This design comes from an exercise in tuning for small area and a short achievable clock period on the open sky130 flow, not from production work. Only simulation tests tie the RTL to the original design; equivalence was not proved. No activity file was given, so power comes from the tool's default toggle rates.

run A:
// mac
module mac
  ( input                       clk
  , input                       xrst
  , input                       out_en
  , input                       accum_we
  , input                       reset
  , input  signed [DWIDTH-1:0]  x
  , input  signed [DWIDTH-1:0]  w
  , output signed [DWIDTH-1:0]  y
  );
  reg v0, v1, v2;
  always @(posedge clk) begin
    v0 <= xrst;
    v1 <= xrst & v0;
    v2 <= xrst & v1;
  end
  reg [15:0] xr;
  always @(posedge clk) xr <= x;
  reg [7:0] neg, one, two;
  integer i;
  wire [16:0] we = {w, 1'b0};
  always @(posedge clk)
    for (i = 0; i < 8; i = i + 1) begin
      neg[i] <= we[2*i+2];
      one[i] <= we[2*i+1] ^ we[2*i];
      two[i] <= (we[2*i+2] & ~we[2*i+1] & ~we[2*i]) | (~we[2*i+2] & we[2*i+1] & we[2*i]);
    end
  wire [17:0] xe = {xr[15], xr, 1'b0};
  wire neg0 = neg[0];
  wire [16:0] pp0 = ({17{one[0]}} & xe[17:1] | {17{two[0]}} & xe[16:0]) ^ {17{neg[0]}};
  wire npp0 = ~pp0[16];
  wire neg1 = neg[1];
  wire [16:0] pp1 = ({17{one[1]}} & xe[17:1] | {17{two[1]}} & xe[16:0]) ^ {17{neg[1]}};
  wire npp1 = ~pp1[16];
  wire neg2 = neg[2];
  wire [16:0] pp2 = ({17{one[2]}} & xe[17:1] | {17{two[2]}} & xe[16:0]) ^ {17{neg[2]}};
  wire npp2 = ~pp2[16];
  wire neg3 = neg[3];
  wire [16:0] pp3 = ({17{one[3]}} & xe[17:1] | {17{two[3]}} & xe[16:0]) ^ {17{neg[3]}};
  wire npp3 = ~pp3[16];
  wire neg4 = neg[4];
  wire [16:0] pp4 = ({17{one[4]}} & xe[17:1] | {17{two[4]}} & xe[16:0]) ^ {17{neg[4]}};
  wire npp4 = ~pp4[16];
  wire neg5 = neg[5];
  ...
Size: ~53 I/O pins, about 10,000 µm² of cells after synthesis.
export LEC_CHECK = 0
export CAP_MARGIN = 20
export CORE_MARGIN = 2
export CORE_UTILIZATION = 70
export CTS_BUF_LIST = sky130_fd_sc_hd__clkbuf_8
export CTS_CLUSTER_SIZE = 30
export GPL_ROUTABILITY_DRIVEN = 0
export GPL_TIMING_DRIVEN = 1
export SETUP_SLACK_MARGIN = 3.6
export SLEW_MARGIN = 20
create_clock -name core_clock -period 6.0 [get_ports {clk}]
standard.sh (not shown) runs the stock make flow with config.mk's settings and CLKGATE_MAP_FILE= SYNTH_SCRIPT=/design/flow/synth_recipe.tcl, a recipe that flattens the netlist after the stock synthesis.
==> flow/flow/run.sh <==
#!/bin/bash
# The standard layout (standard.sh: the standard flow's synthesis and ORFS flow) with these make settings:
# the port buffers are plain buffers (buf_2) instead of the delay buffer that buffer_ports
# picks by default. All output goes to standard.log in the work folder; ORFS also keeps its
# per-step logs under orfs/logs.
set -euo pipefail
bash standard.sh BUFFER_PORTS_ARGS="-buffer_cell sky130_fd_sc_hd__buf_2"  finish > standard.log 2>&1
Changes in run B relative to run A:
diff --git a/flow/config.mk b/flow/config.mk
--- a/flow/config.mk
+++ b/flow/config.mk
@@ -8,9 +8,7 @@
 export CAP_MARGIN = 20
 export CORE_MARGIN = 2
-export CORE_UTILIZATION = 70
+export CORE_UTILIZATION = 80
 export CTS_BUF_LIST = sky130_fd_sc_hd__clkbuf_8
 export CTS_CLUSTER_SIZE = 30
-export GPL_ROUTABILITY_DRIVEN = 0
-export GPL_TIMING_DRIVEN = 1
-export SETUP_SLACK_MARGIN = 3.6
+export SETUP_SLACK_MARGIN = 3.8
 export SLEW_MARGIN = 20
### Flow results
Relative contribution of combinational cells to total power was higher in the run labelled run B. Run B against run A: synthesized instance count about even; total met2 wirelength after detailed routing rose about 43%; hold slack fell 0.0032 ns; post-layout worst setup margin fell 0.11 ns; post-layout total power rose 13%. Relative to run A, the number of nets in the final layout measured on run B has increased slightly. Run B — area occupied by registers 80 µm² higher, run A as reference. Per the comparison of run B with run A, design area picked up an extra about 4%; final period utilization climbed 1.8 points; count of clock-buffer cells in the layout down 1.
### run B -> run C
diff --git a/flow/config.mk b/flow/config.mk
--- a/flow/config.mk
+++ b/flow/config.mk
@@ -8,7 +8,8 @@
 export CAP_MARGIN = 20
 export CORE_MARGIN = 2
-export CORE_UTILIZATION = 80
+export CORE_UTILIZATION = 70
 export CTS_BUF_LIST = sky130_fd_sc_hd__clkbuf_8
 export CTS_CLUSTER_SIZE = 30
-export SETUP_SLACK_MARGIN = 3.8
+export PLACE_DENSITY = 0.7
+export SETUP_SLACK_MARGIN = 3.6
 export SLEW_MARGIN = 20
- Relative to run B, run C improves worst hold slack.
- The critical path's slowest cell comes out ha_1 in one run and dfxtp_2 in the other, namely in run B and run C respectively.
- Run C: leakage power total 4.0% below run B
- NOTE overall power consumption run B->run C decreased by more than 10%
- Die area was lower in run B than in run C.
- Run C vs run B, number of clock buffer instances in the layout went up by 1.
Relative to run C, the following input files were edited for run D:
diff --git a/flow/config.mk b/flow/config.mk
--- a/flow/config.mk
+++ b/flow/config.mk
@@ -8,8 +8,7 @@
 export CAP_MARGIN = 20
 export CORE_MARGIN = 2
-export CORE_UTILIZATION = 70
+export CORE_UTILIZATION = 60
 export CTS_BUF_LIST = sky130_fd_sc_hd__clkbuf_8
 export CTS_CLUSTER_SIZE = 30
-export PLACE_DENSITY = 0.7
-export SETUP_SLACK_MARGIN = 3.6
+export SETUP_SLACK_MARGIN = 3.4
 export SLEW_MARGIN = 20
Notes after the runs:
Delta (run D minus run C): number of well taps higher, cell area comparable, clock power share went up 2.0 points, hold slack now larger, total area of multi-input combinational cells down 0.89%.
Via count of the first global-routing pass, run D and run C, lower one = run D.
[compare] base=run C new=run D: non-clock buffer count has decreased, placed wire-length estimate after detailed placement has increased.
#### Input delta (run E over run D)
diff --git a/flow/config.mk b/flow/config.mk
--- a/flow/config.mk
+++ b/flow/config.mk
@@ -11,4 +11,4 @@
 export CTS_BUF_LIST = sky130_fd_sc_hd__clkbuf_8
 export CTS_CLUSTER_SIZE = 30
-export SETUP_SLACK_MARGIN = 3.4
+export SETUP_SLACK_MARGIN = 3.5
 export SLEW_MARGIN = 20
### Flow results
- Changes observed in run E relative to run D: switching share of power about even; sequential share of cell area about even; full die area about even; number of cells upsized or downsized after cts rose 11; final critical-path setup slack rose 0.082 ns.
- Global routing met2 resource utilization: run E vs run D up 0.20 points
- Overall power after layout, run E and run D, higher one = run E.
- As far as count of clock-net buffers in the final layout goes, run E and run D are indistinguishable; the numbers are identical.
- Diff run E..run D | post-synthesis mux area share | unchanged
- Count of non-filler cells in the finished layout essentially unchanged between run D and run E.

==> port drivers added, routing unchanged <==
No port has a modelled driver above. Below, the same layouts with a new extraction and two added sets of constraints.
Step 1 assumes that a clkbuf_16 drives the clock port and a buf_2 every other input.
Step 2 also shifts input and output timing later by t, the mid clock arrival at the registers, as if the neighbouring blocks saw the same clock.
Slacks: ideal ports / drivers / drivers and shift; pairs: ideal ports / drivers.
| run | t, ns | setup WS [ns] | latest minus earliest clock arrival (ns) |
|---|---|---|---|
| run A | 0.488 | 3.705 / 3.705 / 3.509 | 0.011 / 0.010 |
| run B | 0.502 | 3.599 / 3.599 / 3.468 | 0.015 / 0.014 |
| run C | 0.488 | 3.705 / 3.705 / 3.509 | 0.011 / 0.010 |
| run D | 0.501 | 3.543 / 3.543 / 3.516 | 0.018 / 0.018 |
| run E | 0.491 | 3.624 / 3.624 / 3.513 | 0.014 / 0.014 |
After both steps setup and hold are still met in every run listed.
